This is an optimization exercise on Yosys and OpenROAD, whose aim is small area, not a production implementation. The RTL was checked by simulation tests, not by an equivalence proof against the original design. The flow treats the clock pin as an ideal source. Dropping or thinning the clock tree relies on that and would not hold on a real chip.

v25:
## main
module main(
    input clk,
    input reset,
    input entry_sensor,
    input exit_sensor,
    input [1:0] switch,
    input beep_in,
    output beep,
    output door_open,
    output full,
    output [2:0] c,
    output [1:0] L,
    output [3:0] state,
    output [4:0] seg_sel,
    output [7:0] seg_data
);
Size in the first run: roughly 300 cells after synthesis, about 76 flip-flops, ~2700 um^2 of cells after synthesis.
==> flow/config.mk <==
export PLATFORM = sky130hd
export DESIGN_NAME = main
export DESIGN_NICKNAME = main
export VERILOG_FILES = /design/flow/design.v
export SDC_FILE = /design/flow/constraint.sdc
export NUM_CORES = 4
export LEC_CHECK = 0
export CAP_MARGIN = 20
export CORE_MARGIN = 2
export CORE_UTILIZATION = 70
export GPL_ROUTABILITY_DRIVEN = 0
export GPL_TIMING_DRIVEN = 0
export PLACE_DENSITY = 0.8
export SLEW_MARGIN = 20
==> flow/constraint.sdc <==
create_clock -name core_clock -period 10.0 [get_ports {clk}]
set_input_delay 2.0000 -clock core_clock [delete_from_list [all_inputs] [get_ports {clk}]]
set_output_delay 2.0000 -clock core_clock [all_outputs]
set_load 0.01 [all_outputs]
standard.sh (not shown) runs the stock make flow with config.mk's settings and CLKGATE_MAP_FILE= SYNTH_SCRIPT=/design/flow/synth_recipe.tcl, a recipe that flattens the netlist after the stock synthesis.
==> flow/flow/run.sh <==
#!/bin/bash
# Own layout flow: the standard ORFS flow (standard.sh) with these changes:
#  - synthesis is synth_recipe.tcl unchanged except that its abc call uses an
#    area-oriented ABC script (flow/area.abc) instead of ORFS's speed script,
#    and adders are left to ABC instead of ORFS's half/full adder cells;
#    registers, their names and cell types are untouched;
#  - every input and output port still gets a buffer, but a buf_1;
#  - clock tree: one clock buffer (flow/clkbuf) drives all register clock
#    pins, see flow/pre_cts.tcl.
# The make output goes to own_flow.log; ORFS's per-step logs are under orfs/logs.
set -euo pipefail
W=$(pwd)
F=$W/flow
cat > "$W/own_synth.tcl" <<TCL
proc abc {args} {
  set i [lsearch -exact \$args -script]
  if {\$i >= 0} { lset args [expr {\$i + 1}] {$F/area.abc} }
  yosys abc {*}\$args
}
source {$W/synth_recipe.tcl}
TCL
export OWN_FLOW_DIR=$F
bash "$W/standard.sh" \
  "SYNTH_SCRIPT=$W/own_synth.tcl" "ADDER_MAP_FILE=" \
  "BUFFER_PORTS_ARGS=-buffer_cell sky130_fd_sc_hd__buf_1" \
  "PRE_CTS_TCL=$F/pre_cts.tcl" \
  finish > "$W/own_flow.log" 2>&1
==> flow/flow/area.abc <==
strash
&get -n
&st
&dc2
&dch -f
&nf -a -R 1000
&put
topo
Other scripts of this flow, unchanged in this note and not shown: flow/flow/clkbuf, flow/flow/pre_cts.tcl
v25 finished every step from synthesis to the final layout, and the layout passed the timing, design-rule and antenna checks.
[inputs] v23 vs v25
-- flow/flow/area.abc --
<<< v25, line 3
&st
&dc2
>>> v23, line 3
&st
&dc2
&dc2
==> flow/config.mk <==
export PLATFORM = sky130hd
export DESIGN_NAME = main
export DESIGN_NICKNAME = main
export VERILOG_FILES = /design/flow/design.v
export SDC_FILE = /design/flow/constraint.sdc
export NUM_CORES = 4
export LEC_CHECK = 0
export CAP_MARGIN = 0
export CORE_MARGIN = 2
export CORE_UTILIZATION = 90
export GPL_ROUTABILITY_DRIVEN = 0
export GPL_TIMING_DRIVEN = 0
export PLACE_DENSITY = 0.95
export SLEW_MARGIN = 0
### Flow results
- v25: flow completed, timing, DRC and antenna clean
- Status: v23 FAILED at global placement without I/O (3_1_place_gp_skip_io) (tool error)
- Synthesized area per cell up 0.87% in v23 wrt v25
- Share of synthesized cell area in and, or, nand and nor gates, v25 and v23: smaller value in v23
- Die outline height for v23 is lower than for v25.
- Going from v25 to v23, register area share after synthesis climbed 0.67 points; number of standard cells after synthesis dropped about 2%.
- v23 vs. v25: xor/xnor cell area share of the yosys netlist now sits at about the same level, chip width lost about 12%, complex-gate fraction of the synthesized area rose 0.61 points.
- Initial standard-cell utilization of the core came out higher on v23 than on v25.
- Number of core rows was lower in v23 than in v25.
- In the tables for v25 and v23, synthesized area reads higher with v25.
[inputs] v46 vs v23
-- flow/flow/area.abc --
<<< v23, line 3
&st
&dc2
&dc2
>>> v46, line 3
&st
&dc2
==> flow/config.mk <==
export PLATFORM = sky130hd
export DESIGN_NAME = main
export DESIGN_NICKNAME = main
export VERILOG_FILES = /design/flow/design.v
export SDC_FILE = /design/flow/constraint.sdc
export NUM_CORES = 4
export LEC_CHECK = 0
export CAP_MARGIN = 20
export CORE_MARGIN = 2
export CORE_UTILIZATION = 70
export PLACE_DENSITY = 0.8
export SLEW_MARGIN = 20
Findings:
- v46: full flow OK, the timing, design-rule and antenna checks passed
- Sort v23 and v46 by fraction of the mapped netlist area in compound gates asc -> top: v46
- Taking v23 as the reference, in v46 die boundary width up about 13%, synthesized instance count went up.
- Between v23 and v46, unique cell type count in the Yosys netlist is lower for v46, v23 comes in above that.
- Die span in y: v23 and v46 compared, higher one is v46
- NOTE: basic-gate share of the synthesized area counting and, or, nand and nor cells in v46 exceeds that of v23
- When v46 is set beside v23, its proportion of synthesized chip area in sequential cells turns out to be 0.67 points smaller.
[inputs] v38 vs v46
-- flow/flow/area.abc --
<<< v46, line 3
&st
&dc2
>>> v38, line 3
&st
&dc2
&dc2
-- flow/config.mk --
<<< v46, line 7
export LEC_CHECK = 0
export CAP_MARGIN = 20
export CORE_MARGIN = 2
export CORE_UTILIZATION = 70
export PLACE_DENSITY = 0.8
export SLEW_MARGIN = 20
>>> v38, line 7
export LEC_CHECK = 0
export CAP_MARGIN = 0
export CORE_MARGIN = 2
export CORE_UTILIZATION = 80
export GPL_ROUTABILITY_DRIVEN = 0
export GPL_TIMING_DRIVEN = 0
export PLACE_DENSITY = 0.9
export SLEW_MARGIN = 0
==> comparison <==
- In the reports for v38 and v46, the smaller cell area after placement belongs to v38.
- Critical path depth, v38 and v46: lower on v46
- Any difference in xor and xnor area share after synthesis between v46 and v38 is small enough to ignore.
- Diff v46 -> v38: count of nets after finishing went down by 0.88%; area after synthesis now smaller; design area now sits lower; worst-case setup margin in the final layout saw a decrease.
- In the metrics for v38 and v46, the one carrying the lower routed via count divided by cell count is v46.
- Higher global-route usage over all layers goes to v38 over v46.
- In the floorplan summary, v38 is listed with a die area less than that of v46.
- Minimum clock period after layout: v38 vs v46 up 0.92 ns
In v25, v46 and v38 the design's own scripts or RTL, not TritonCTS, make the clock network.

[port drivers added, routing unchanged]
The flow's constraints put no driver on any port. The routed layouts listed below were extracted and timed again, unchanged, in two steps. Step 1 sets driving cells, clkbuf_16 on the clock port and buf_2 on the other inputs (assumed; they add their load-dependent delay and slew). Step 2, shift: input delay + t, output delay - t, t = (earliest + latest rising clock arrival at the registers) / 2. This alone moves slack from input paths to output paths. a / b / c = ideal ports / drivers / drivers and shift; a / b = the first two.
run	t (ns)	setup slack, ns	hold slack, ns
v25	0.494	5.784 / 5.763 / 5.597	0.392 / 0.392 / 0.392
v46	0.494	6.000 / 5.956 / 5.854	0.387 / 0.387 / 0.387
v38	0.488	5.078 / 5.069 / 4.581	0.394 / 0.394 / 0.394
After both steps every run listed still meets setup and hold. The setup slack of v38, which loses most, moves by -0.009 ns with the drivers and by -0.497 ns with both steps.
